What follows belongs to an exercise in optimizing a design on an open flow for small area, a short achievable clock period and few clock cycles per item; a production flow would make more cautious choices.
RTL that was checked went through simulation tests only; none was proved equivalent to the original.
For run 1, only the layout was checked, not whether the RTL still works.

File: flow/flow/run.sh
#!/bin/bash
# Own flow: the standard layout (standard.sh), with two changes:
#  - synthesis maps the logic with ABC's area-oriented mapper (flow/abc_area.script:
#    strash; dch; map -a) instead of ORFS's ABC script; everything else in synthesis,
#    including flip-flop mapping, flattening and renaming, is the standard flow's own script;
#  - port buffers are sky130_fd_sc_hd__buf_2 cells.
set -euo pipefail
W=$PWD
# ORFS synth.tcl with the ABC script replaced, right after its preamble.
sed "s|^source \$::env(SCRIPTS_DIR)/synth_preamble.tcl\$|&\nset abc_args [lreplace \$abc_args 1 1 $W/flow/abc_area.script]|" \
    "$FLOW_HOME/scripts/synth.tcl" > "$W/own_synth.tcl"
grep -q "own\|abc_area.script" "$W/own_synth.tcl"
sed "s|source \$::env(SCRIPTS_DIR)/synth.tcl|source $W/own_synth.tcl|" synth_recipe.tcl > "$W/own_synth_recipe.tcl"
grep -q own_synth.tcl "$W/own_synth_recipe.tcl"
sed -e "s|SYNTH_SCRIPT=[^ ]*|SYNTH_SCRIPT=$W/own_synth_recipe.tcl 'BUFFER_PORTS_ARGS=-buffer_cell sky130_fd_sc_hd__buf_2'|" standard.sh > "$W/own_standard.sh"
grep -q own_synth_recipe.tcl "$W/own_standard.sh"
bash "$W/own_standard.sh" > "$W/own_flow.log" 2>&1
File: flow/flow/abc_area.script
strash
dch
map -a
topo
stime -c
File: flow/standard.sh
#!/bin/bash
# synth_recipe.tcl (not shown) runs the flow's synth.tcl, then flattens the netlist and writes it again
# the make line also repeats each setting of config.mk as NAME=value (left out here)
make -C /OpenROAD-flow-scripts/flow DESIGN_CONFIG=/design/flow/config.mk WORK_HOME=/design/flow/orfs CLKGATE_MAP_FILE= SYNTH_SCRIPT=/design/flow/synth_recipe.tcl "${@:-finish}"
File: flow/config.mk
export PLATFORM = sky130hd
export DESIGN_NAME = fpu_top
export DESIGN_NICKNAME = fpu_top
export VERILOG_FILES = /design/flow/design.v
export SDC_FILE = /design/flow/constraint.sdc
export NUM_CORES = 4
export LEC_CHECK = 0
export ABC_AREA = 1
export CAP_MARGIN = 20
export CORE_MARGIN = 2
export CORE_UTILIZATION = 40
export SLEW_MARGIN = 20
File: flow/constraint.sdc
create_clock -name core_clock -period 45.0 [get_ports {clk}]
set_input_delay 9.0000 -clock core_clock [delete_from_list [all_inputs] [get_ports {clk}]]
set_output_delay 9.0000 -clock core_clock [all_outputs]
set_load 0.01 [all_outputs]
File: flow/design.v
module fpu_mul_comb (
    input  logic [15:0] x,
    input  logic [15:0] y,
    output logic [15:0] product,
    output logic        underflag,
    output logic        overflag
);
    logic [21:10] p;
    logic signed [6:0] e;
    logic        s;
    fpu_mant_mul mm (.fa(x[9:0]), .fb(y[9:0]), .p(p));
    always_comb begin
        s = x[15] ^ y[15];
        e = $signed({2'b00, x[14:10]}) + $signed({2'b00, y[14:10]}) - 7'sd15 + (p[21] ? 7'sd1 : 7'sd0);
        overflag  = (e >= 7'sd31);
        underflag = (e <= 7'sd0);
        if (overflag)
            product = {s, 5'b11111, 10'd0};
        else if (underflag)
            product = {s, 5'b00000, 10'd0};
        else
            product = {s, e[4:0], p[21] ? p[20:11] : p[19:10]};
    end
endmodule
module fpu_mant_mul (
    input  logic [9:0]  fa,
    input  logic [9:0]  fb,
    output logic [21:10] p
);
    logic t1, t2, t3, t4, t5, t6, t7, t8, t9, t10, t11, t12, t13, t14, t15, t16, t17, t18, t19, t20, t21, t22, t23, t24, t25, t26, t27, t28, t29, t30, t31, t32, t33, t34, t35, t36, t37, t38, t39, t40, t41, t42, t43, t44, t45, t46, t47, t48, t49, t50, t51, t52, t53, t54, t55, t56, t57, t58, t59, t60, t61, t62, t63, t64, t65, t66, t67, t68, t69, t70, t71, t72, t73, t74, t75, t76, t77, t78, t79, t80, t81, t82, t83, t84, t85, t86, t87, t88, t89, t90, t91, t92, t93, t94, t95, t96, t97, t98, t99, t100, t101, t102, t103, t104, t105, t106, t107, t108, t109, t110, t111, t112, t113, t114, t115, t116, t117, t118, t119, t120, t121, t122, t123, t124, t125, t126, t127, t128, t129, t130, t131, t132, t133, t134, t135, t136, t137, t138, t139, t140, t141, t142, t143, t144, t145, t146, t147, t148, t149, t150, t151, t152, t153, t154, t155, t156, t157, t158, t159, t160, t161, t162, t163, t164, t165, t166, t167, t168, t169, t170, t171, t172, t173, t174, t175, t176, t177, t178, t179, t180, t181, t182, t183, t184, t185, t186, t187, t188, t189, t190, t191, t192, t193, t194, t195, t196, t197, t198, t199, t200, t201, t202, t203, t204, t205, t206, t207, t208, t209, t210, t211;
    assign t1 = (fa[0] & fb[9]) ^ (fa[1] & fb[8]);
    assign t2 = (fa[0] & fb[9]) & (fa[1] & fb[8]);
    assign t3 = (fa[1] & fb[9]) ^ (fa[2] & fb[8]) ^ (fa[3] & fb[7]);
    assign t4 = ((fa[1] & fb[9]) & (fa[2] & fb[8])) | ((fa[3] & fb[7]) & ((fa[1] & fb[9]) ^ (fa[2] & fb[8])));
    assign t5 = (fa[4] & fb[6]) ^ (fa[5] & fb[5]);
    assign t6 = (fa[4] & fb[6]) & (fa[5] & fb[5]);
    assign t7 = (fa[2] & fb[9]) ^ (fa[3] & fb[8]) ^ (fa[4] & fb[7]);
    assign t8 = ((fa[2] & fb[9]) & (fa[3] & fb[8])) | ((fa[4] & fb[7]) & ((fa[2] & fb[9]) ^ (fa[3] & fb[8])));
    assign t9 = (fa[5] & fb[6]) ^ (fa[6] & fb[5]);
    assign t10 = (fa[5] & fb[6]) & (fa[6] & fb[5]);
    assign t11 = (fa[3] & fb[9]) ^ (fa[4] & fb[8]) ^ (fa[5] & fb[7]);
    assign t12 = ((fa[3] & fb[9]) & (fa[4] & fb[8])) | ((fa[5] & fb[7]) & ((fa[3] & fb[9]) ^ (fa[4] & fb[8])));
    assign t13 = (fa[0] & fb[6]) ^ (fa[1] & fb[5]);
    assign t14 = (fa[0] & fb[6]) & (fa[1] & fb[5]);
    assign t15 = (fa[0] & fb[7]) ^ (fa[1] & fb[6]) ^ (fa[2] & fb[5]);
    assign t16 = ((fa[0] & fb[7]) & (fa[1] & fb[6])) | ((fa[2] & fb[5]) & ((fa[0] & fb[7]) ^ (fa[1] & fb[6])));
    assign t17 = (fa[3] & fb[4]) ^ (fa[4] & fb[3]);
    assign t18 = (fa[3] & fb[4]) & (fa[4] & fb[3]);
    assign t19 = (fa[0] & fb[8]) ^ (fa[1] & fb[7]) ^ (fa[2] & fb[6]);
    assign t20 = ((fa[0] & fb[8]) & (fa[1] & fb[7])) | ((fa[2] & fb[6]) & ((fa[0] & fb[8]) ^ (fa[1] & fb[7])));
    assign t21 = (fa[3] & fb[5]) ^ (fa[4] & fb[4]) ^ (fa[5] & fb[3]);
    assign t22 = ((fa[3] & fb[5]) & (fa[4] & fb[4])) | ((fa[5] & fb[3]) & ((fa[3] & fb[5]) ^ (fa[4] & fb[4])));
    assign t23 = (fa[6] & fb[2]) ^ (fa[7] & fb[1]);
    assign t24 = (fa[6] & fb[2]) & (fa[7] & fb[1]);
    assign t25 = t1 ^ (fa[2] & fb[7]) ^ (fa[3] & fb[6]);
    assign t26 = (t1 & (fa[2] & fb[7])) | ((fa[3] & fb[6]) & (t1 ^ (fa[2] & fb[7])));
    assign t27 = (fa[4] & fb[5]) ^ (fa[5] & fb[4]) ^ (fa[6] & fb[3]);
    assign t28 = ((fa[4] & fb[5]) & (fa[5] & fb[4])) | ((fa[6] & fb[3]) & ((fa[4] & fb[5]) ^ (fa[5] & fb[4])));
    assign t29 = (fa[7] & fb[2]) ^ (fa[8] & fb[1]) ^ (fa[9] & fb[0]);
    assign t30 = ((fa[7] & fb[2]) & (fa[8] & fb[1])) | ((fa[9] & fb[0]) & ((fa[7] & fb[2]) ^ (fa[8] & fb[1])));
    assign t31 = t2 ^ t3 ^ t5;
    assign t32 = (t2 & t3) | (t5 & (t2 ^ t3));
    assign t33 = (fa[6] & fb[4]) ^ (fa[7] & fb[3]) ^ (fa[8] & fb[2]);
    assign t34 = ((fa[6] & fb[4]) & (fa[7] & fb[3])) | ((fa[8] & fb[2]) & ((fa[6] & fb[4]) ^ (fa[7] & fb[3])));
    assign t35 = (fa[9] & fb[1]) ^ fa[0] ^ fb[0];
    assign t36 = ((fa[9] & fb[1]) & fa[0]) | (fb[0] & ((fa[9] & fb[1]) ^ fa[0]));
    assign t37 = t4 ^ t6 ^ t7;
    assign t38 = (t4 & t6) | (t7 & (t4 ^ t6));
    assign t39 = t9 ^ (fa[7] & fb[4]) ^ (fa[8] & fb[3]);
    assign t40 = (t9 & (fa[7] & fb[4])) | ((fa[8] & fb[3]) & (t9 ^ (fa[7] & fb[4])));
    assign t41 = (fa[9] & fb[2]) ^ fa[1] ^ fb[1];
    assign t42 = ((fa[9] & fb[2]) & fa[1]) | (fb[1] & ((fa[9] & fb[2]) ^ fa[1]));
    assign t43 = t8 ^ t10 ^ t11;
    assign t44 = (t8 & t10) | (t11 & (t8 ^ t10));
    assign t45 = (fa[6] & fb[6]) ^ (fa[7] & fb[5]) ^ (fa[8] & fb[4]);
    assign t46 = ((fa[6] & fb[6]) & (fa[7] & fb[5])) | ((fa[8] & fb[4]) & ((fa[6] & fb[6]) ^ (fa[7] & fb[5])));
    assign t47 = (fa[9] & fb[3]) ^ fa[2] ^ fb[2];
    assign t48 = ((fa[9] & fb[3]) & fa[2]) | (fb[2] & ((fa[9] & fb[3]) ^ fa[2]));
    assign t49 = t12 ^ (fa[4] & fb[9]) ^ (fa[5] & fb[8]);
    assign t50 = (t12 & (fa[4] & fb[9])) | ((fa[5] & fb[8]) & (t12 ^ (fa[4] & fb[9])));
    assign t51 = (fa[6] & fb[7]) ^ (fa[7] & fb[6]) ^ (fa[8] & fb[5]);
    assign t52 = ((fa[6] & fb[7]) & (fa[7] & fb[6])) | ((fa[8] & fb[5]) & ((fa[6] & fb[7]) ^ (fa[7] & fb[6])));
    assign t53 = (fa[9] & fb[4]) ^ fa[3] ^ fb[3];
    assign t54 = ((fa[9] & fb[4]) & fa[3]) | (fb[3] & ((fa[9] & fb[4]) ^ fa[3]));
    assign t55 = (fa[5] & fb[9]) ^ (fa[6] & fb[8]) ^ (fa[7] & fb[7]);
    assign t56 = ((fa[5] & fb[9]) & (fa[6] & fb[8])) | ((fa[7] & fb[7]) & ((fa[5] & fb[9]) ^ (fa[6] & fb[8])));
    assign t57 = (fa[8] & fb[6]) ^ (fa[9] & fb[5]) ^ fa[4];
    assign t58 = ((fa[8] & fb[6]) & (fa[9] & fb[5])) | (fa[4] & ((fa[8] & fb[6]) ^ (fa[9] & fb[5])));
    assign t59 = (fa[6] & fb[9]) ^ (fa[7] & fb[8]) ^ (fa[8] & fb[7]);
    assign t60 = ((fa[6] & fb[9]) & (fa[7] & fb[8])) | ((fa[8] & fb[7]) & ((fa[6] & fb[9]) ^ (fa[7] & fb[8])));
    assign t61 = (fa[0] & fb[4]) ^ (fa[1] & fb[3]);
    assign t62 = (fa[0] & fb[4]) & (fa[1] & fb[3]);
    assign t63 = (fa[0] & fb[5]) ^ (fa[1] & fb[4]) ^ (fa[2] & fb[3]);
    assign t64 = ((fa[0] & fb[5]) & (fa[1] & fb[4])) | ((fa[2] & fb[3]) & ((fa[0] & fb[5]) ^ (fa[1] & fb[4])));
    assign t65 = (fa[3] & fb[2]) ^ (fa[4] & fb[1]);
    assign t66 = (fa[3] & fb[2]) & (fa[4] & fb[1]);
    assign t67 = t13 ^ (fa[2] & fb[4]) ^ (fa[3] & fb[3]);
    assign t68 = (t13 & (fa[2] & fb[4])) | ((fa[3] & fb[3]) & (t13 ^ (fa[2] & fb[4])));
    assign t69 = (fa[4] & fb[2]) ^ (fa[5] & fb[1]) ^ (fa[6] & fb[0]);
    assign t70 = ((fa[4] & fb[2]) & (fa[5] & fb[1])) | ((fa[6] & fb[0]) & ((fa[4] & fb[2]) ^ (fa[5] & fb[1])));
    assign t71 = t14 ^ t15 ^ t17;
    assign t72 = (t14 & t15) | (t17 & (t14 ^ t15));
    assign t73 = (fa[5] & fb[2]) ^ (fa[6] & fb[1]) ^ (fa[7] & fb[0]);
    assign t74 = ((fa[5] & fb[2]) & (fa[6] & fb[1])) | ((fa[7] & fb[0]) & ((fa[5] & fb[2]) ^ (fa[6] & fb[1])));
    assign t75 = t16 ^ t18 ^ t19;
    assign t76 = (t16 & t18) | (t19 & (t16 ^ t18));
    assign t77 = t21 ^ t23 ^ (fa[8] & fb[0]);
    assign t78 = (t21 & t23) | ((fa[8] & fb[0]) & (t21 ^ t23));
    assign t79 = t20 ^ t22 ^ t24;
    assign t80 = (t20 & t22) | (t24 & (t20 ^ t22));
    assign t81 = t25 ^ t27 ^ t29;
    assign t82 = (t25 & t27) | (t29 & (t25 ^ t27));
    assign t83 = t26 ^ t28 ^ t30;
    assign t84 = (t26 & t28) | (t30 & (t26 ^ t28));
    assign t85 = t31 ^ t33 ^ t35;
    assign t86 = (t31 & t33) | (t35 & (t31 ^ t33));
    assign t87 = t32 ^ t34 ^ t36;
    assign t88 = (t32 & t34) | (t36 & (t32 ^ t34));
    assign t89 = t37 ^ t39 ^ t41;
    assign t90 = (t37 & t39) | (t41 & (t37 ^ t39));
    assign t91 = t38 ^ t40 ^ t42;
    assign t92 = (t38 & t40) | (t42 & (t38 ^ t40));
    assign t93 = t43 ^ t45 ^ t47;
    assign t94 = (t43 & t45) | (t47 & (t43 ^ t45));
    assign t95 = t44 ^ t46 ^ t48;
    assign t96 = (t44 & t46) | (t48 & (t44 ^ t46));
    assign t97 = t49 ^ t51 ^ t53;
    assign t98 = (t49 & t51) | (t53 & (t49 ^ t51));
    assign t99 = t50 ^ t52 ^ t54;
    assign t100 = (t50 & t52) | (t54 & (t50 ^ t52));
    assign t101 = t55 ^ t57 ^ fb[4];
    assign t102 = (t55 & t57) | (fb[4] & (t55 ^ t57));
    assign t103 = t56 ^ t58 ^ t59;
    assign t104 = (t56 & t58) | (t59 & (t56 ^ t58));
    assign t105 = (fa[9] & fb[6]) ^ fa[5] ^ fb[5];
    assign t106 = ((fa[9] & fb[6]) & fa[5]) | (fb[5] & ((fa[9] & fb[6]) ^ fa[5]));
    assign t107 = t60 ^ (fa[7] & fb[9]) ^ (fa[8] & fb[8]);
    assign t108 = (t60 & (fa[7] & fb[9])) | ((fa[8] & fb[8]) & (t60 ^ (fa[7] & fb[9])));
    assign t109 = (fa[9] & fb[7]) ^ fa[6] ^ fb[6];
    assign t110 = ((fa[9] & fb[7]) & fa[6]) | (fb[6] & ((fa[9] & fb[7]) ^ fa[6]));
    assign t111 = (fa[8] & fb[9]) ^ (fa[9] & fb[8]) ^ fa[7];
    assign t112 = ((fa[8] & fb[9]) & (fa[9] & fb[8])) | (fa[7] & ((fa[8] & fb[9]) ^ (fa[9] & fb[8])));
    assign t113 = (fa[0] & fb[3]) ^ (fa[1] & fb[2]);
    assign t114 = (fa[0] & fb[3]) & (fa[1] & fb[2]);
    assign t115 = t61 ^ (fa[2] & fb[2]) ^ (fa[3] & fb[1]);
    assign t116 = (t61 & (fa[2] & fb[2])) | ((fa[3] & fb[1]) & (t61 ^ (fa[2] & fb[2])));
    assign t117 = t62 ^ t63 ^ t65;
    assign t118 = (t62 & t63) | (t65 & (t62 ^ t63));
    assign t119 = t64 ^ t66 ^ t67;
    assign t120 = (t64 & t66) | (t67 & (t64 ^ t66));
    assign t121 = t68 ^ t70 ^ t71;
    assign t122 = (t68 & t70) | (t71 & (t68 ^ t70));
    assign t123 = t72 ^ t74 ^ t75;
    assign t124 = (t72 & t74) | (t75 & (t72 ^ t74));
    assign t125 = t76 ^ t78 ^ t79;
    assign t126 = (t76 & t78) | (t79 & (t76 ^ t78));
    assign t127 = t80 ^ t82 ^ t83;
    assign t128 = (t80 & t82) | (t83 & (t80 ^ t82));
    assign t129 = t84 ^ t86 ^ t87;
    assign t130 = (t84 & t86) | (t87 & (t84 ^ t86));
    assign t131 = t88 ^ t90 ^ t91;
    assign t132 = (t88 & t90) | (t91 & (t88 ^ t90));
    assign t133 = t92 ^ t94 ^ t95;
    assign t134 = (t92 & t94) | (t95 & (t92 ^ t94));
    assign t135 = t96 ^ t98 ^ t99;
    assign t136 = (t96 & t98) | (t99 & (t96 ^ t98));
    assign t137 = t100 ^ t102 ^ t103;
    assign t138 = (t100 & t102) | (t103 & (t100 ^ t102));
    assign t139 = t104 ^ t106 ^ t107;
    assign t140 = (t104 & t106) | (t107 & (t104 ^ t106));
    assign t141 = t108 ^ t110 ^ t111;
    assign t142 = (t108 & t110) | (t111 & (t108 ^ t110));
    assign t143 = t112 ^ (fa[9] & fb[9]) ^ fa[8];
    assign t144 = (t112 & (fa[9] & fb[9])) | (fa[8] & (t112 ^ (fa[9] & fb[9])));
    assign t145 = (fa[0] & fb[2]) ^ (fa[1] & fb[1]);
    assign t146 = (fa[0] & fb[2]) & (fa[1] & fb[1]);
    assign t147 = t113 ^ (fa[2] & fb[1]) ^ (fa[3] & fb[0]);
    assign t148 = (t113 & (fa[2] & fb[1])) | ((fa[3] & fb[0]) & (t113 ^ (fa[2] & fb[1])));
    assign t149 = t114 ^ t115 ^ (fa[4] & fb[0]);
    assign t150 = (t114 & t115) | ((fa[4] & fb[0]) & (t114 ^ t115));
    assign t151 = t116 ^ t117 ^ (fa[5] & fb[0]);
    assign t152 = (t116 & t117) | ((fa[5] & fb[0]) & (t116 ^ t117));
    assign t153 = t118 ^ t119 ^ t69;
    assign t154 = (t118 & t119) | (t69 & (t118 ^ t119));
    assign t155 = t120 ^ t121 ^ t73;
    assign t156 = (t120 & t121) | (t73 & (t120 ^ t121));
    assign t157 = t122 ^ t123 ^ t77;
    assign t158 = (t122 & t123) | (t77 & (t122 ^ t123));
    assign t159 = t124 ^ t125 ^ t81;
    assign t160 = (t124 & t125) | (t81 & (t124 ^ t125));
    assign t161 = t126 ^ t127 ^ t85;
    assign t162 = (t126 & t127) | (t85 & (t126 ^ t127));
    assign t163 = t128 ^ t129 ^ t89;
    assign t164 = (t128 & t129) | (t89 & (t128 ^ t129));
    assign t165 = t130 ^ t131 ^ t93;
    assign t166 = (t130 & t131) | (t93 & (t130 ^ t131));
    assign t167 = t132 ^ t133 ^ t97;
    assign t168 = (t132 & t133) | (t97 & (t132 ^ t133));
    assign t169 = t134 ^ t135 ^ t101;
    assign t170 = (t134 & t135) | (t101 & (t134 ^ t135));
    assign t171 = t136 ^ t137 ^ t105;
    assign t172 = (t136 & t137) | (t105 & (t136 ^ t137));
    assign t173 = t138 ^ t139 ^ t109;
    assign t174 = (t138 & t139) | (t109 & (t138 ^ t139));
    assign t175 = t140 ^ t141 ^ fb[7];
    assign t176 = (t140 & t141) | (fb[7] & (t140 ^ t141));
    assign t177 = t142 ^ t143 ^ fb[8];
    assign t178 = (t142 & t143) | (fb[8] & (t142 ^ t143));
    assign t179 = t144 ^ fa[9] ^ fb[9];
    assign t180 = (t144 & fa[9]) | (fb[9] & (t144 ^ fa[9]));
    assign t181 = (fa[0] & fb[1]) & (fa[1] & fb[0]);
    assign t182 = (t145 & (fa[2] & fb[0])) | (t181 & (t145 | (fa[2] & fb[0])));
    assign t183 = (t146 & t147) | (t182 & (t146 | t147));
    assign t184 = (t148 & t149) | (t183 & (t148 | t149));
    assign t185 = (t150 & t151) | (t184 & (t150 | t151));
    assign t186 = (t152 & t153) | (t185 & (t152 | t153));
    assign t187 = (t154 & t155) | (t186 & (t154 | t155));
    assign t188 = (t156 & t157) | (t187 & (t156 | t157));
    assign t189 = (t158 & t159) | (t188 & (t158 | t159));
    assign t190 = t160 ^ t161 ^ t189;
    assign t191 = (t160 & t161) | (t189 & (t160 ^ t161));
    assign t192 = t162 ^ t163 ^ t191;
    assign t193 = (t162 & t163) | (t191 & (t162 ^ t163));
    assign t194 = t164 ^ t165 ^ t193;
    assign t195 = (t164 & t165) | (t193 & (t164 ^ t165));
    assign t196 = t166 ^ t167 ^ t195;
    assign t197 = (t166 & t167) | (t195 & (t166 ^ t167));
    assign t198 = t168 ^ t169 ^ t197;
    assign t199 = (t168 & t169) | (t197 & (t168 ^ t169));
    assign t200 = t170 ^ t171 ^ t199;
    assign t201 = (t170 & t171) | (t199 & (t170 ^ t171));
    assign t202 = t172 ^ t173 ^ t201;
    assign t203 = (t172 & t173) | (t201 & (t172 ^ t173));
    assign t204 = t174 ^ t175 ^ t203;
    assign t205 = (t174 & t175) | (t203 & (t174 ^ t175));
    assign t206 = t176 ^ t177 ^ t205;
    assign t207 = (t176 & t177) | (t205 & (t176 ^ t177));
    assign t208 = t178 ^ t179 ^ t207;
    assign t209 = (t178 & t179) | (t207 & (t178 ^ t179));
    assign t210 = t180 ^ 1'b1 ^ t209;
    assign t211 = (t180 & 1'b1) | (t209 & (t180 ^ 1'b1));
    assign p[10] = t190;
    assign p[11] = t192;
    assign p[12] = t194;
    assign p[13] = t196;
    assign p[14] = t198;
    assign p[15] = t200;
    assign p[16] = t202;
    assign p[17] = t204;
    assign p[18] = t206;
    assign p[19] = t208;
    assign p[20] = t210;
    assign p[21] = t211;
endmodule
module fpu_div_row (
    input  logic [10:0] r,
    input  logic [10:0] d,
    output logic        q,
    output logic [10:0] rn
);
    logic [11:0] a, b, g, t, G, T, Gn, Tn, bin;
    always_comb begin
        a = {r, 1'b0};
        b = {1'b0, d};
        g = ~a & b;
        t = ~a | b;
        G = g;
        T = t;
        for (int s = 1; s < 12; s = s * 2) begin
            Gn = G;
            Tn = T;
            for (int i = s; i < 12; i++) begin
                Gn[i] = G[i] | (T[i] & G[i-s]);
                Tn[i] = T[i] & T[i-s];
            end
            G = Gn;
            T = Tn;
        end
        bin = {G[10:0], 1'b0};
        q   = ~G[11];
        rn  = a[10:0] ^ ({11{q}} & (b[10:0] ^ bin[10:0]));
    end
endmodule
module fpu_div_pre #(parameter int K = 6) (
    input  logic [15:0]  x,
    input  logic [15:0]  y,
    output logic [K-1:0] qhi,      
    output logic [10:0]  rem,
    output logic         sign,
    output logic [4:0]   exp,
    output logic         overflag,
    output logic         underflag
);
    logic [10:0] ma, mb;
    logic [10:0] r [0:K-1];
    logic signed [6:0] e;
    assign ma = {1'b1, x[9:0]};
    assign mb = {1'b1, y[9:0]};
    assign qhi[K-1] = (ma >= mb);
    assign r[0] = qhi[K-1] ? ma - mb : ma;
    for (genvar i = 1; i < K; i++) begin : g_row
        fpu_div_row row (.r(r[i-1]), .d(mb), .q(qhi[K-1-i]), .rn(r[i]));
    end
    assign rem = r[K-1];
    always_comb begin
        sign = x[15] ^ y[15];
        e = $signed({2'b00, x[14:10]}) - $signed({2'b00, y[14:10]}) + 7'sd14 + (qhi[K-1] ? 7'sd1 : 7'sd0);
        overflag  = (e >= 7'sd31);
        underflag = (e <= 7'sd0);
        exp = e[4:0];
    end
endmodule
module fpu_div_post #(parameter int K = 6) (
    input  logic [K-1:0] qhi,
    input  logic [10:0]  rem,
    input  logic [9:0]   fb,
    input  logic         sign,
    input  logic [4:0]   exp,
    input  logic         overflag,
    input  logic         underflag,
    output logic [15:0]  quotient
);
    logic [10:0] mb;
    logic [11:0] q;
    logic [10:0] r [0:12-K];
    assign mb = {1'b1, fb};
    assign q[11:12-K] = qhi;
    assign r[0] = rem;
    for (genvar i = 1; i <= 12 - K; i++) begin : g_row
        fpu_div_row row (.r(r[i-1]), .d(mb), .q(q[12-K-i]), .rn(r[i]));
    end
    always_comb begin
        if (overflag)
            quotient = {sign, 5'b11111, 10'd0};
        else if (underflag)
            quotient = {sign, 5'b00000, 10'd0};
        else
            quotient = {sign, exp, q[11] ? q[10:1] : q[9:0]};
    end
endmodule
module fpu_add_comb (
    input  logic [15:0] x,
    input  logic [15:0] y,
    output logic [15:0] sum,
    output logic        exc
);
    logic        xbig;
    logic        sb;
    logic [4:0]  eb, es;
    logic [9:0]  fb, fs;
    logic [10:0] msh;
    logic [4:0]  d;
    logic [11:0] m;
    logic [3:0]  lzc;
    logic [11:0] mn;
    logic signed [6:0] e;
    always_comb begin
        xbig = (x[14:0] >= y[14:0]);
        {sb, eb, fb} = xbig ? x : y;
        {es, fs}     = xbig ? y[14:0] : x[14:0];
        d    = eb - es;
        msh  = {1'b1, fs} >> d;
        m    = (x[15] ^ y[15]) ? ({1'b0, 1'b1, fb} - {1'b0, msh}) : ({1'b0, 1'b1, fb} + {1'b0, msh});
        lzc = 4'd0;
        for (int i = 0; i <= 11; i++)
            if (m[i]) lzc = 4'(11 - i);
        mn = m << lzc;
        e  = $signed({2'b00, eb}) + 7'sd1 - $signed({3'b000, lzc});
        if (m == 12'd0) begin
            sum = 16'd0;
            exc = 1'b0;
        end else if (e >= 7'sd31) begin
            sum = {sb, 5'b11111, 10'd0};
            exc = 1'b1;
        end else if (e <= 7'sd0) begin
            sum = {sb, 5'b00000, 10'd0};
            exc = 1'b1;
        end else begin
            sum = {sb, e[4:0], mn[10:1]};
            exc = 1'b0;
        end
    end
endmodule
module fpu_top (
  input logic   clk,
  input logic   reset,
  input logic [15:0] a,
  input logic [15:0] b,
  output logic [15:0] quotient,product,sum,
  input logic start,
  output logic [4:0]  flags,
  output logic valid
);
localparam int K = 6;    
logic [15:0]  sum_d, prod_d;
logic         add_exc_d, mul_un_d, mul_ov_d;
logic [K-1:0] qhi_d;
logic [10:0]  rem_d;
logic         qsign_d, qov_d, qun_d;
logic [4:0]   qexp_d;
fpu_add_comb add_sub (.x(a), .y(b), .sum(sum_d), .exc(add_exc_d));
fpu_mul_comb mult (.x(a), .y(b), .product(prod_d), .underflag(mul_un_d), .overflag(mul_ov_d));
fpu_div_pre #(.K(K)) div_pre (
    .x(a), .y(b), .qhi(qhi_d), .rem(rem_d), .sign(qsign_d), .exp(qexp_d),
    .overflag(qov_d), .underflag(qun_d)
);
logic [15:0]  sum_q, prod_q;
logic         add_exc_q, mul_un_q, mul_ov_q;
logic [K-1:0] qhi_q;
logic [10:0]  rem_q;
logic [9:0]   fb_q;
logic         qsign_q, qov_q, qun_q;
logic [4:0]   qexp_q;
always_ff @(posedge clk) begin
    if (start) begin
        sum_q     <= sum_d;
        add_exc_q <= add_exc_d;
        prod_q    <= prod_d;
        mul_un_q  <= mul_un_d;
        mul_ov_q  <= mul_ov_d;
        qhi_q     <= qhi_d;
        rem_q     <= rem_d;
        fb_q      <= b[9:0];
        qsign_q   <= qsign_d;
        qexp_q    <= qexp_d;
        qov_q     <= qov_d;
        qun_q     <= qun_d;
    end
end
always_ff @(posedge clk or negedge reset) begin
    if (!reset)
        valid <= 1'b0;
    else if (start)
        valid <= 1'b1;
end
fpu_div_post #(.K(K)) div_post (
    .qhi(qhi_q), .rem(rem_q), .fb(fb_q), .sign(qsign_q), .exp(qexp_q),
    .overflag(qov_q), .underflag(qun_q), .quotient(quotient)
);
assign sum     = sum_q;
assign product = prod_q;
assign flags   = {add_exc_q, qov_q, qun_q, mul_un_q, mul_ov_q};
endmodule
==> results of run 1 <==
==> state kept, by name, indices dropped and copies added (netlist names) <==
signal / count
fb_q: 10
qsign_q: 1
mul_un_q: 1
qhi_q: 6
mul_ov_q: 1
rem_q: 11
sum_q: 16
add_exc_q: 1
valid: 1
qov_q: 1
qun_q: 1
qexp_q: 5
prod_q: 15
==> per-stage QoR <==
stage / hold WS [ns] / worst slack (ns) / std cells
after floorplan: 0.512 / 26.54 / 1994
after global placement: 0.445 / 24.10 / 2520
after detailed placement: 0.451 / 23.91 / 2520
after CTS: 0.466 / 24.25 / 2536
after global routing: 0.477 / 22.70 / 2536
final: 0.462 / 24.21 / 2536
==> worst max path at each step <==
| stage | to | startpoint | depth (start not counted) |
|---|---|---|---|
| after floorplan | sum_q[6]$_SDFFCE_PP0P_ | b[2] | 56 |
| after global placement | rem_q[8]$_DFFE_PP_ | b[2] | 62 |
| after detailed placement | rem_q[3]$_DFFE_PP_ | b[2] | 62 |
| after CTS | rem_q[3]$_DFFE_PP_ | b[2] | 62 |
| after global routing | rem_q[3]$_DFFE_PP_ | b[2] | 66 |
| final | rem_q[3]$_DFFE_PP_ | b[2] | 62 |
==> layout by cell type (no fill, tap or decap), drive strengths merged, types with 3 or more instances in the layout <==
master	instances
o21bai	4
o221ai	3
fa	95
a21oi	154
a22oi	6
ha	62
a31oi	19
a21boi	3
xnor2	33
edfxtp	69
nor3	35
nand3	48
o31ai	13
xor2	136
o311ai	5
nand4	9
nand2	330
buf	91
or2	13
o211ai	6
o22ai	5
nor2	411
clkbuf	9
o21ai	157
a221o	3
a211oi	9
clkinv	339
nor4	8
==> per-layer routing <==
metal | wire [um] | part of all wire, % | vias to the layer above
li1 | - | - | 6642
met1 | 16600 | 45 | 5930
met2 | 18000 | 49 | 288
met3 | 1500 | 4.1 | 56
met4 | 860 | 2.3 | 0
met5 | 0 | 0 | -
==> final cells by class <==
| cell class | instances | area, um^2 | share of cell area, % |
|---|---|---|---|
| clock inverter | 7 | 51.3 | 0.355 |
| clock buffer | 9 | 225 | 1.56 |
| sequential | 70 | 2100 | 14.5 |
| multi-input combinational | 1583 | 9790 | 67.8 |
| tap | 442 | 553 | 3.83 |
| timing repair buffer | 91 | 463 | 3.21 |
| inverter | 334 | 1250 | 8.68 |
==> cell families (layout without fill, tap and decap cells) <==
| logic type | count (synthesis) | after routing | synth area share (%) |
|---|---|---|---|
| AOI/OAI and AO/OA | 393 | 393 | 16.4 |
| DFF | 70 | 70 | 15.9 |
| buffers and inverters | 341 | 441 | 9.90 |
| adders and majority gates | 159 | 159 | 20.4 |
| muxes | 1 | 1 | 0.0758 |
| xor gates and xnor gates | 169 | 169 | 11.2 |
| and+or+nand+nor | 861 | 861 | 26.0 |
==> insert_results.sql, run 1 <==
INSERT INTO impl_metrics (metric_group, metric, value, unit) VALUES
('sta', 'final_max_slew_viol_count', '0', ''),
('synthesis', 'synth_area_leaders', 'sky130_fd_sc_hd__edfxtp_1 (16%), sky130_fd_sc_hd__fa_1 (14%), sky130_fd_sc_hd__nor2_1 (12%)', ''),
('sta', 'hold_viol', '0', ''),
('synthesis', 'yosys_register_bits', '70', ''),
('run_status', 'run_status', 'complete, no violations', ''),
('setup_path', 'cpMaxStageDelayCell', 'sky130_fd_sc_hd__clkinv_1', ''),
('finish', 'design_area', '14400', 'um^2'),
('synthesis', 'dominantRegCellSynth', 'sky130_fd_sc_hd__edfxtp_1', ''),
('synthesis', 'synth_top_area_share', '15.7', '%'),
('finish', 'final_util', '44.4', '%'),
('synthesis', 'number_of_enable_flip_flop_cells_after_synthesis', '69', ''),
('floorplan', 'top_level_pins', '89', ''),
('sta', 'max_freq', '48.1', 'MHz'),
('synthesis', 'ys_types', '39', ''),
('finish', 'antenna_cells_inserted', '0', ''),
('setup_path', 'worstReg2RegEnd', 'valid$_DFFE_PN0P_', ''),
('finish', 'area.growth.synth_to_final', '9.40', '%'),
('synthesis', 'syn_area_per_cell', '6.62', 'um^2'),
('floorplan', 'fp-row-count', '66', ''),
('clocking', 'ctsLongestPathBuffers', '2', ''),
('clocking', 'cts_buffers', '9', ''),
('clocking', 'post_cts_resize_count', '0', ''),
('global_route', 'global_route.peak_usage_layer', 'met2', ''),
('finish', 'final_layout_net_count', '2281', ''),
('setup_path', 'cp-start-kind', 'input port', ''),
('run', 'max_cap_viol_count', '0', ''),
('synthesis', 'count_leader_synth', 'sky130_fd_sc_hd__nor2_1', ''),
('global_route', 'groute.layer.met1.usage', '28.3', '%'),
('setup_path', 'crit_required', '45.08', 'ns'),
('placement', 'place.port_buffers', '88', ''),
('clocking', 'post_cts_hold_buffer_count', '0', ''),
('synthesis', 'post_synth_instance_area', '13200', 'um^2'),
('clocking', 'cts_post_setup_buffers_inserted', '0', ''),
('synthesis', 'async_reset_ff_share', '1.43', '%'),
('drt', 'routed_wirelength', '37.0', 'mm'),
('floorplan', 'die_x', '186', 'um'),
('clocking', 'cts.sink_count', '70', ''),
('drt', 'residual_antenna_violating_net_count_after_detailed_routing', '0', ''),
('sta', 'totalNegativeSetupSlack', '0', 'ns'),
('setup_path', 'worstSetupPathType', 'input port to register', ''),
('global_route', 'grt_first_pass_wirelength', '61.7', 'mm'),
('drt', 'initialDrtViolationCount', '755', ''),
('global_route', 'grt_pass1_vias', '12600', ''),
('sta', 'worst_slew_margin_rel', '40.1', '%'),
('synthesis', 'synthesis.yosys.warnings', '10', ''),
('synthesis', 'netlist_top_cells_count', 'sky130_fd_sc_hd__nor2_1 (411), sky130_fd_sc_hd__clkinv_1 (334), sky130_fd_sc_hd__nand2_1 (330)', ''),
('floorplan', 'dieArea', '34500', 'um^2'),
('floorplan', 'floorplan.core_area', '32500', 'um^2'),
('setup_path', 'family_with_the_most_delay_on_the_worst_path', 'simple AND/OR/NAND/NOR gates', ''),
('setup_path', 'critical_path.reg2reg.startpoint', 'valid$_DFFE_PN0P_', ''),
('setup_path', 'worst-r2r-cell-count', '1', ''),
('setup_path', 'critical-path-max-stage-delay', '0.63', 'ns'),
('setup_path', 'cp_max_fo', '23', ''),
('min_path', 'min-delay-start', 'valid$_DFFE_PN0P_', ''),
('finish', 'drive_gt1_share', '6.11', '%'),
('sta', 'layout_min_cycle_time', '20.79', 'ns'),
('drt', 'via_count', '12900', ''),
('global_route', 'initial_antenna_violation_count', '0', ''),
('synthesis', 'syn_nets', '2186', ''),
('drt', 'routed_via_density', '5.09', ''),
('global_route', 'gr-usage-met2', '39.8', '%'),
('global_route', 'globalRouteMet3Util', '2.54', '%'),
('min_path', 'hold-path-cell-count', '1', ''),
('synthesis', 'synth_seq_area_share', '15.9', '%'),
('placement', 'weighted_congestion_at_the_end_of_routability_driven_global_placement', '0.917', ''),
('clocking', 'clock_latency_reported_for_the_late_side_of_the_worst_skew_pair', '0.35', 'ns');
==> run 2, diff against run 1 <==
--- a/flow/design.v
+++ b/flow/design.v
@@ -269,9 +269,11 @@
         for (int s = 1; s < 12; s = s * 2) begin
             Gn = G;
             Tn = T;
-            for (int i = s; i < 12; i++) begin
-                Gn[i] = G[i] | (T[i] & G[i-s]);
-                Tn[i] = T[i] & T[i-s];
+            for (int i = 0; i < 12; i++) begin
+                if ((i / s) % 2 == 1) begin
+                    Gn[i] = G[i] | (T[i] & G[(i / s) * s - 1]);
+                    Tn[i] = T[i] & T[(i / s) * s - 1];
+                end
             end
             G = Gn;
             T = Tn;
--- a/flow/flow/run.sh
+++ b/flow/flow/run.sh
@@ -12,6 +12,6 @@
 grep -q "own\|abc_area.script" "$W/own_synth.tcl"
 sed "s|source \$::env(SCRIPTS_DIR)/synth.tcl|source $W/own_synth.tcl|" synth_recipe.tcl > "$W/own_synth_recipe.tcl"
 grep -q own_synth.tcl "$W/own_synth_recipe.tcl"
-sed -e "s|SYNTH_SCRIPT=[^ ]*|SYNTH_SCRIPT=$W/own_synth_recipe.tcl 'BUFFER_PORTS_ARGS=-buffer_cell sky130_fd_sc_hd__buf_2'|" standard.sh > "$W/own_standard.sh"
+sed -e "s|SYNTH_SCRIPT=[^ ]*|SYNTH_SCRIPT=$W/own_synth_recipe.tcl 'BUFFER_PORTS_ARGS=-buffer_cell sky130_fd_sc_hd__buf_2' SETUP_SLACK_MARGIN=26|" standard.sh > "$W/own_standard.sh"
 grep -q own_synth_recipe.tcl "$W/own_standard.sh"
 bash "$W/own_standard.sh" > "$W/own_flow.log" 2>&1
==> run 2 against run 1 <==
Still clean. Setup slack better by 2.4 ns. Critical endpoint is now quotient[0]. Design area is 5.2% higher. Hold slack hardly changed.
==> insert_results.sql, run 2 <==
INSERT INTO impl_metrics (metric_group, metric, value, unit) VALUES
('min_path', 'class_of_the_tightest_hold_or_removal_check', 'register to register', ''),
('finish', 'post_layout_nonfiller_instances', '2428', ''),
('floorplan', 'fp-row-count', '65', ''),
('synthesis', 'yosys.area.top_type', 'sky130_fd_sc_hd__edfxtp_1', ''),
('placement', 'weighted_congestion_at_the_end_of_routability_driven_global_placement', '0.920', ''),
('run_status', 'run_status', 'complete, no violations', ''),
('sta', 'final.setup.worst_slack', '26.65', 'ns'),
('global_route', 'initial_antenna_violation_count', '0', ''),
('placement', 'dpl.cell_count', '2358', ''),
('global_route', 'grt_pass1_vias', '12300', ''),
('sta', 'totalNegativeSetupSlack', '0', 'ns'),
('drt', 'firstDrtPassIters', '5', ''),
('finish', 'final_layout_net_count', '2213', ''),
('synthesis', 'yosys_register_bits', '70', ''),
('synthesis', 'syn_area_per_cell', '6.83', 'um^2'),
('finish', 'drive_gt1_share', '15.3', '%'),
('placement', 'hpwlAfterDp', '28.4', 'mm'),
('synthesis', 'dominantRegCellSynth', 'sky130_fd_sc_hd__edfxtp_1', ''),
('drt', 'post_drt_wl_per_cell', '15.8', 'um'),
('global_route', 'grt_first_pass_wirelength', '61.6', 'mm'),
('setup_path', 'critical_path.reg2reg.startpoint', 'valid$_DFFE_PN0P_', ''),
('synthesis', 'syn_nets', '2064', ''),
('drt', 'via_count', '12800', ''),
('global_route', 'grt_max_degree', '71', ''),
('finish', 'number_of_flip_flops_in_the_largest_register', '16', ''),
('synthesis', 'synth_seq_area_share', '16.4', '%'),
('finish', 'multiInputGateArea', '10100', 'um^2'),
('drt', 'route.detailed.drc', '0', ''),
('placement', 'place.port_buffers', '88', ''),
('min_path', 'hold_end', 'valid$_DFFE_PN0P_', ''),
('sta', 'worst_slew_margin_rel', '34.7', '%'),
('clocking', 'root_buffer_selected_by_cts', 'sky130_fd_sc_hd__clkbuf_16', ''),
('setup_path', 'worstSetupPathType', 'register to output pin', ''),
('synthesis', 'postSynthCellCount', '1872', ''),
('synthesis', 'async_reset_ff_share', '1.43', '%'),
('synthesis', 'count_leader_synth', 'sky130_fd_sc_hd__nand2_1', ''),
('sta', 'max_slew.worst_pin.slew', '0.979', 'ns'),
('finish', 'most_frequent_standard_cell_in_the_layout_excluding_fill_and_tap_cells', 'sky130_fd_sc_hd__nand2_1', ''),
('sta', 'setup_repair_after_global_routing_missed_its_margin', 'true', ''),
('finish', 'antenna_cells_inserted', '0', ''),
('floorplan', 'floorplan.core_area', '31600', 'um^2'),
('setup_path', 'cp_max_fo', '13', ''),
('min_path', 'min-delay-start', 'valid$_DFFE_PN0P_', ''),
('setup_path', 'rrSetupSlack', '44.23', 'ns'),
('floorplan', 'floorplan.initialDensity', '40.5', '%'),
('finish', 'ff_latch_area', '2100', 'um^2'),
('drt', 'routed_wirelength', '38.3', 'mm'),
('sta', 'finalClockSkew', '0', 'ns'),
('finish', 'area.growth.synth_to_final', '18.8', '%'),
('setup_path', 'worstReg2RegEnd', 'valid$_DFFE_PN0P_', ''),
('finish', 'final_cell_mix', 'sky130_fd_sc_hd__nand2_1 (342), sky130_fd_sc_hd__nor2_1 (309), sky130_fd_sc_hd__clkinv_1 (262), sky130_fd_sc_hd__o21ai_0 (146), sky130_fd_sc_hd__xor2_1 (123)', ''),
('finish', 'design_area', '15200', 'um^2'),
('setup_path', 'worst-r2r-cell-count', '1', ''),
('clocking', 'ctsHtreeMaxLevel', '3', ''),
('clocking', 'tritoncts', 'done', ''),
('drt', 'initialDrtViolationCount', '771', ''),
('drt', 'routed_via_density', '5.29', ''),
('finish', 'num-fill-cells', '3203', ''),
('synthesis', 'number_of_enable_flip_flop_cells_after_synthesis', '69', ''),
('finish', 'reg_with_most_ffs', 'sum_q', ''),
('setup_path', 'crit_required', '36.00', 'ns'),
('clocking', 'clk_pin_slew_worst_paths', '0.06', 'ns'),
('floorplan', 'die_h', '183', 'um'),
('setup_path', 'cpMaxStageDelayCell', 'sky130_fd_sc_hd__edfxtp_1', ''),
('sta', 'hold_viol', '0', ''),
('setup_path', 'cp.arrival', '9.35', 'ns'),
('synthesis', 'synth_top_area_share', '16.2', '%'),
('floorplan', 'top_level_pins', '89', ''),
('setup_path', 'critical-path-max-stage-delay', '0.40', 'ns'),
('global_route', 'globalRouteOverflowTotal', '0', ''),
('global_route', 'global_route.usage.total', '22.7', '%'),
('setup_path', 'cp-start-kind', 'register', ''),
('floorplan', 'die_x', '183', 'um'),
('sta', 'max_freq', '54.5', 'MHz'),
('floorplan', 'dieArea', '33400', 'um^2'),
('placement', 'post_dp_cell_area', '13700', 'um^2'),
('sta', 'layout_min_cycle_time', '18.35', 'ns'),
('clocking', 'ctsLongestPathBuffers', '2', ''),
('drt', 'residual_antenna_violating_net_count_after_detailed_routing', '0', ''),
('clocking', 'post_cts_hold_buffer_count', '0', ''),
('finish', 'reg.largest.list', 'sum_q x16, prod_q x15, rem_q x11', ''),
('min_path', 'hold-path-cell-count', '1', ''),
('sta', 'final_max_slew_viol_count', '0', ''),
('setup_path', 'endpoint_kind', 'output pin', ''),
('synthesis', 'post_synth_instance_area', '12800', 'um^2'),
('sta', 'layout_worst_path_cycle_share', '40.8', '%'),
('placement', 'pre_cts_slack', '23.19', 'ns'),
('run', 'max_cap_viol_count', '0', ''),
('synthesis', 'netlist_top_cells_count', 'sky130_fd_sc_hd__nand2_1 (358), sky130_fd_sc_hd__nor2_1 (323), sky130_fd_sc_hd__clkinv_1 (295)', ''),
('synthesis', 'ys_types', '39', ''),
('synthesis', 'synthesis.yosys.warnings', '10', ''),
('clocking', 'clock_latency_reported_for_the_late_side_of_the_worst_skew_pair', '0.35', 'ns'),
('sta', 'setup_violations', '0', ''),
('clocking', 'cts_buffers', '9', ''),
('clocking', 'cts.sink_count', '70', ''),
('synthesis', 'synth_area_leaders', 'sky130_fd_sc_hd__edfxtp_1 (16%), sky130_fd_sc_hd__fa_1 (15%), sky130_fd_sc_hd__nand2_1 (11%)', '');
## run 2: metrics by stage
step	hold slack (ns)	utilization (%)
after floorplan	0.512	-
after global placement	0.447	43.4
after detailed placement	0.449	43.4
after CTS	0.465	45.4
after global routing	0.487	48.1
final	0.462	48.1
## run 2: layout make-up
type                       instances  share of cell area [%]
clock inverter                     5                   0.387
inverter                         295                    8.08
multi-input combinational       1503                    66.8
tap                              402                    3.31
timing repair buffer             138                    5.81
sequential                        70                    13.8
timing repair inverter             4                   0.181
clock buffer                      11                    1.60
## run 2: kinds of logic (layout without fill, tap and decap cells)
group                      Yosys count  in the layout  share of synthesized area [%]
and+or+nand+nor                    791            794                           24.6
AOI/OAI and AO/OA                  361            361                           15.8
buffers and inverters              302            453                           9.07
xor gates and xnor gates           178            178                           12.2
adders and majority gates          158            158                           21.0
DFF                                 70             70                           16.4
muxes                               12             12                          0.939
## run 2: how the worst max path moves through the flow
stage	start	to	slack [ns]	depth (start not counted)
after floorplan	b[4]	sum_q[4]$_SDFFCE_PP0P_	26.08	60
after global placement	b[4]	sum_q[4]$_SDFFCE_PP0P_	23.48	57
after detailed placement	b[6]	sum_q[4]$_SDFFCE_PP0P_	23.19	57
after CTS	b[6]	rem_q[1]$_DFFE_PP_	26.03	65
after global routing	rem_q[4]$_DFFE_PP_	quotient[0]	25.84	66
final	rem_q[4]$_DFFE_PP_	quotient[0]	26.65	63
## run 2: what timing repair did
| action | 4_1_cts | 5_1_grt |
|---|---|---|
| pin swaps | 7 | 23 |
| setup endpoints to repair | 44 | 41 |
| cloned | 2 | 5 |
| setup buffers | 14 | 33 |
| resized for setup | 74 | 141 |
## run 2: critical path: cells and delay by family, from the launching register on
kind	cells	cell delay, ns
xor gates and xnor gates	4	0.70
AOI/OAI and AO/OA	17	2.95
buffers and inverters	14	1.62
and+or+nand+nor	28	3.29
DFF	1	0.40
## run 2: per-layer routing
layer / GRT usage [%] / part of all wire [%] / vias to the layer above
met5: 0 / 0 / -
met4: 5.66 / 2.0 / 0
met3: 2.32 / 4.8 / 57
met2: 40.6 / 50 / 352
met1: 29.4 / 43 / 6053
li1: - / - / 6385
Testbench counts of run 2, summed over its fixed seeds: cycles 8,000, ops 8,000.
==> run 3, diff against run 2 <==
--- a/flow/flow/run.sh
+++ b/flow/flow/run.sh
@@ -12,6 +12,6 @@
 grep -q "own\|abc_area.script" "$W/own_synth.tcl"
 sed "s|source \$::env(SCRIPTS_DIR)/synth.tcl|source $W/own_synth.tcl|" synth_recipe.tcl > "$W/own_synth_recipe.tcl"
 grep -q own_synth.tcl "$W/own_synth_recipe.tcl"
-sed -e "s|SYNTH_SCRIPT=[^ ]*|SYNTH_SCRIPT=$W/own_synth_recipe.tcl 'BUFFER_PORTS_ARGS=-buffer_cell sky130_fd_sc_hd__buf_2' SETUP_SLACK_MARGIN=26|" standard.sh > "$W/own_standard.sh"
+sed -e "s|SYNTH_SCRIPT=[^ ]*|SYNTH_SCRIPT=$W/own_synth_recipe.tcl 'BUFFER_PORTS_ARGS=-buffer_cell sky130_fd_sc_hd__buf_2' SETUP_SLACK_MARGIN=24|" standard.sh > "$W/own_standard.sh"
 grep -q own_synth_recipe.tcl "$W/own_standard.sh"
 bash "$W/own_standard.sh" > "$W/own_flow.log" 2>&1
==> run 3 against run 2 <==
Still clean. Routed wire length fell by 6.8%. Setup slack lost 1.4 ns. Sequential share of layout area is 0.75 points higher. Via count shrank 2.7%. Critical path depth up 3. Non-clock buffer count shrank 14. Synthesized cell count is the same. Synthesized area unchanged. Die area is the same. Clock-buffer cell count is the same. Flip-flop and latch count unchanged. Utilization is 2.5 points lower. Critical endpoint unchanged.
==> insert_results.sql, run 3 <==
INSERT INTO impl_metrics (metric_group, metric, value, unit) VALUES
('setup_path', 'cpMaxStageDelayCell', 'sky130_fd_sc_hd__edfxtp_1', ''),
('run_status', 'run_status', 'complete, no violations', ''),
('setup_path', 'cp_max_fo', '12', ''),
('clocking', 'ctsLongestPathBuffers', '2', ''),
('finish', 'most_frequent_standard_cell_in_the_layout_excluding_fill_and_tap_cells', 'sky130_fd_sc_hd__nand2_1', ''),
('synthesis', 'netlist_top_cells_count', 'sky130_fd_sc_hd__nand2_1 (358), sky130_fd_sc_hd__nor2_1 (323), sky130_fd_sc_hd__clkinv_1 (295)', ''),
('drt', 'initialDrtViolationCount', '665', ''),
('drt', 'post_drt_wl_per_cell', '14.8', 'um'),
('sta', 'layout_worst_path_cycle_share', '43.8', '%'),
('synthesis', 'post_synth_instance_area', '12800', 'um^2'),
('global_route', 'grt_pass1_vias', '11900', ''),
('clocking', 'post_cts_hold_buffer_count', '0', ''),
('clocking', 'clock_latency_reported_for_the_late_side_of_the_worst_skew_pair', '0.35', 'ns'),
('synthesis', 'synthesis.yosys.warnings', '10', ''),
('synthesis', 'synth_area_leaders', 'sky130_fd_sc_hd__edfxtp_1 (16%), sky130_fd_sc_hd__fa_1 (15%), sky130_fd_sc_hd__nand2_1 (11%)', ''),
('sta', 'hold_viol', '0', ''),
('finish', 'reg.largest.list', 'sum_q x16, prod_q x15, rem_q x11', ''),
('clocking', 'tritoncts', 'done', ''),
('setup_path', 'worstSetupPathType', 'register to output pin', ''),
('clocking', 'cts.sink_count', '70', ''),
('global_route', 'global_route.usage.total', '21.9', '%');
-- run 3: cell types whose count changed in the layout (fill, tap and decap cells not counted), sizes merged --
cell,previous run,this run
inv,14,4
clkbuf,12,13
clkinvlp,16,12
bufinv,1,2
clkinv,273,283
nand3,62,59
buf,137,122
-- run 3: kinds of logic (layout without fill, tap and decap cells) --
group / after synthesis / in the layout / share of synthesized area [%]
AND/OR/NAND/NOR: 791 / 791 / 24.6
adder cells (fa/ha/maj): 158 / 158 / 21.0
multiplexers: 12 / 12 / 0.939
buffers and inverters: 302 / 436 / 9.07
flip-flops: 70 / 70 / 16.4
XOR/XNOR: 178 / 178 / 12.2
AO/OA/AOI/OAI: 361 / 361 / 15.8
-- run 3: layout make-up --
cell class,count,area share (%)
tap,402,3.49
multi-input combinational,1500,66.6
timing repair buffer,124,5.01
inverter,295,8.03
timing repair inverter,1,0.0347
clock buffer,11,1.69
sequential,70,14.6
clock inverter,5,0.573
-- run 3: final timing paths --
path                              startpoint           endpoint  slack, ns  cells after the start
max                        fb_q[0]$_DFFE_PP_        quotient[0]      25.30                     66
min                        valid$_DFFE_PN0P_  valid$_DFFE_PN0P_       0.46                      1
max reg2reg                valid$_DFFE_PN0P_  valid$_DFFE_PN0P_      44.23                      1
min reg2reg                valid$_DFFE_PN0P_  valid$_DFFE_PN0P_       0.46                      1
max in group asynchronous              reset  valid$_DFFE_PN0P_      36.51                      1
min in group asynchronous              reset  valid$_DFFE_PN0P_       8.41                      1
-- run 3: metal layers --
layer	global-route usage, %	vias to the layer above	routed length (um)
met3	2.20	27	1550
met1	29.5	5845	16400
li1	-	6357	-
met5	0	-	0
met2	38.1	273	17300
met4	5.12	0	473
-- run 3: timing repair --
| item | 4_1_cts | 5_1_grt |
|---|---|---|
| cloned | 0 | 1 |
| resized for setup | 3 | 40 |
| endpoints found under the setup margin | 6 | 29 |
| setup buffers | 0 | 29 |
-- run 3: through the flow --
step	worst slack (ns)	hold slack (ns)	instance area, um^2
after detailed placement	23.54	0.454	13700
after floorplan	25.66	0.512	12800
final	25.30	0.463	14400
after global placement	23.68	0.446	13700
after CTS	24.05	0.468	14100
after global routing	23.98	0.487	14400

## re-timing with driven ports
No port has a modelled driver above. Below, the same layouts with a new extraction and two added sets of constraints.
Step 1: set_driving_cell puts a clkbuf_16 on clk and a buf_2 on each other input, an assumption about the parent block.
Step 2 also shifts input and output timing later by t, the mid clock arrival at the registers, as if the neighbouring blocks saw the same clock.
a / b / c = no drivers / after step 1 / after step 2; a / b = the first two.
| run | shift t [ns] | setup slack, ns | hold slack, ns | pins driven straight from the clock port |
|---|---|---|---|---|
| run 1 | 0.391 | 24.212 / 24.235 / 23.844 | 0.462 / 0.462 / 0.462 | 1 |
| run 2 | 0.406 | 26.650 / 26.600 / 26.290 | 0.462 / 0.462 / 0.462 | 1 |
| run 3 | 0.395 | 25.296 / 25.250 / 24.951 | 0.463 / 0.463 / 0.463 | 1 |
After both steps setup and hold are still met in every run listed. For run 1, which loses most, drivers alone change the setup slack by +0.023 ns; drivers and shift together by -0.368 ns.
